This design comes from an exercise in tuning for small area, a short achievable clock period and few clock cycles on the open sky130 flow, not from production work. Function was checked by simulation only, so behaviour that the tests miss may differ from the original. Power figures rest on the tool's default switching activity, not on a simulated workload.

== alpha ==
// levinson_top
module levinson_top(clock, reset, start, done,
	scratch_mem_read_addr, scratch_mem_in,
	scratch_mem_write_addr, scratch_mem_out, scratch_mem_write_en);
==> flow/config.mk <==
export PLATFORM = sky130hd
export DESIGN_NAME = levinson_top
export DESIGN_NICKNAME = levinson_top
export VERILOG_FILES = /design/flow/design.v
export SDC_FILE = /design/flow/constraint.sdc
export NUM_CORES = 8
export LEC_CHECK = 0
export ABC_AREA = 1
export CAP_MARGIN = 20
export CORE_MARGIN = 2
export CORE_UTILIZATION = 40
export CTS_CLUSTER_DIAMETER = 100
export CTS_CLUSTER_SIZE = 16
export PLACE_DENSITY = 0.6
export SLEW_MARGIN = 20
==> flow/constraint.sdc <==
create_clock -name core_clock -period 20.0 [get_ports {clock}]
set_input_delay 4.0000 -clock core_clock [delete_from_list [all_inputs] [get_ports {clock}]]
set_output_delay 4.0000 -clock core_clock [all_outputs]
set_load 0.01 [all_outputs]
standard.sh (not shown) runs the stock make flow with config.mk's settings and CLKGATE_MAP_FILE= SYNTH_SCRIPT=/design/flow/synth_recipe.tcl, a recipe that flattens the netlist after the stock synthesis.
==> flow/flow/run.sh <==
#!/bin/bash
set -euo pipefail
bash standard.sh SETUP_SLACK_MARGIN=15.2 finish > standard.log 2>&1
Both conditions hold for alpha: the flow ran to the end and the final layout passed the timing, DRC and antenna checks.
Testbench counts of alpha, summed over its fixed seeds: cycles 1,327,200.
Setup changes, alpha to beta
==> flow/flow/run.sh <==
#!/bin/bash
set -euo pipefail
bash standard.sh SETUP_SLACK_MARGIN=15 finish > standard.log 2>&1
==> comparison <==
beta did not stop at any stage, and its layout met the timing, DRC and antenna checks.
Summary of beta over alpha: synthesis-to-finish area growth moved down, maximum frequency level.
Number of antenna violations at the first check in global routing (higher): alpha
The following lists how gamma was set up differently from beta:
Settings: CTS_CLUSTER_DIAMETER: 100 -> unset; ABC_AREA: 1 -> unset; CTS_CLUSTER_SIZE: 16 -> unset.
==> flow/run.sh (new file) <==
#!/bin/bash
# synth_recipe.tcl (not shown) runs the flow's synth.tcl, then flattens the netlist and writes it again
# the make line also repeats each setting of config.mk as NAME=value (left out here)
make -C /OpenROAD-flow-scripts/flow DESIGN_CONFIG=/design/flow/config.mk WORK_HOME=/design/flow/orfs CLKGATE_MAP_FILE= SYNTH_SCRIPT=/design/flow/synth_recipe.tcl finish
removed: flow/flow/run.sh
removed: flow/standard.sh
[summary]
- Lower fraction of final layout cells sized beyond drive strength 1 goes to beta over gamma.
- gamma vs. beta: y dimension of the die went up by 1.8%.
- Final core area utilization across beta and gamma: no real change.
- beta → gamma: internal power increased by 0.47 mW relative to the old numbers; count of standard-cell rows increased by 2 relative to the old numbers.
- Going from beta to gamma, simple-gate share of the synthesized area -8.3 points, global-route usage went down, first-pass GRT wire length fell about 8%, sequential share of cell area down 1.1 points.
The inputs of delta differ from those of gamma as listed below.
Settings: an added ABC_AREA of 1.
Findings:
The global routing usage on met3 number comes out higher for delta vs gamma.
Summary of delta over gamma: area of all placed cells without fillers decreased by 0.0012 sq mm relative to the old numbers; worst path setup slack after routing increased by 180 ps relative to the old numbers; combinational cell fraction of total power increased by 0.9 points relative to the old numbers.
When delta is measured against gamma, its data required time of the worst path turns out 50 ps lower.
Summary of delta over gamma: number of placement rows moved down; aggregate global-route resource usage saw an increase; met1 capacity usage during global routing rose by 7.5 points.

---

Starting RTL as in the previous note.
==> flow/config.mk <==
export PLATFORM = sky130hd
export DESIGN_NAME = levinson_top
export DESIGN_NICKNAME = levinson_top
export VERILOG_FILES = /design/flow/design.v
export SDC_FILE = /design/flow/constraint.sdc
export NUM_CORES = 8
export LEC_CHECK = 0
export ABC_AREA = 1
export CAP_MARGIN = 20
export CORE_MARGIN = 2
export CORE_UTILIZATION = 35
export CTS_CLUSTER_DIAMETER = 100
export CTS_CLUSTER_SIZE = 16
export PLACE_DENSITY = 0.55
export SLEW_MARGIN = 20
==> flow/constraint.sdc <==
create_clock -name core_clock -period 20.0 [get_ports {clock}]
set_input_delay 4.0000 -clock core_clock [delete_from_list [all_inputs] [get_ports {clock}]]
set_output_delay 4.0000 -clock core_clock [all_outputs]
set_load 0.01 [all_outputs]
==> flow/flow/run.sh <==
#!/bin/bash
set -euo pipefail
bash standard.sh SETUP_SLACK_MARGIN=15 finish > standard.log 2>&1
Testbench counts at the start, summed over its fixed seeds: cycles 1,327,200.
==> next run, changes <==
Settings changed: CORE_UTILIZATION 35 to 40, CTS_CLUSTER_DIAMETER 100 to 110, CTS_CLUSTER_SIZE 16 to 18, PLACE_DENSITY 0.55 to 0.6.
=>
- The new run finished with timing, DRC and antenna clean
- cell area fell by 0.93%
- setup slack improves by 39 ps
- global-route usage rose by 0.68 points
- sequential cell count stays the same
- routed wire length fell by 11%
- final cell count fell by 2.1%
- clock power fell by about 9%
- register-to-register slack improves by 100 ps
- first-iteration DRC count fell by 1.6%
- die area fell by 12%

[re-timing with driven ports]
How much do the figures lean on ideal ports? The routed layouts below were timed once more, with nothing changed but the port constraints. Step 1, drivers: a clkbuf_16 drives clock and a buf_2 each remaining input, both assumed. Step 2, shift: input delay + t, output delay - t, t = (earliest + latest rising clock arrival at the registers) / 2. This alone moves slack from input paths to output paths. Slacks: ideal / step 1 / step 2; pairs: ideal / step 1.
run | shift t [ns] | setup slack, ns | hold slack, ns | worst register clock-pin slew, ns | pins driven straight from the clock port
alpha | 0.770 | 14.780 / 14.702 / 14.598 | 0.393 / 0.393 / 0.393 | 0.10 / 0.10 | 1
beta | 0.770 | 14.780 / 14.697 / 14.610 | 0.393 / 0.393 / 0.393 | 0.09 / 0.09 | 1
gamma | 0.781 | 13.024 / 13.024 / 13.024 | 0.413 / 0.413 / 0.413 | 0.07 / 0.07 | 1
delta | 0.782 | 13.207 / 13.207 / 13.207 | 0.381 / 0.381 / 0.381 | 0.07 / 0.07 | 1
the first run of note 2 | 0.764 | 14.749 / 14.662 / 14.473 | 0.365 / 0.365 / 0.365 | 0.09 / 0.09 | 1
the second run of note 2 | 0.738 | 14.788 / 14.709 / 14.626 | 0.387 / 0.387 / 0.387 | 0.10 / 0.10 | 1
After both steps setup and hold are still met in every run listed. The setup slack of the first run of note 2, which loses most, moves by -0.087 ns with the drivers and by -0.276 ns with both steps.
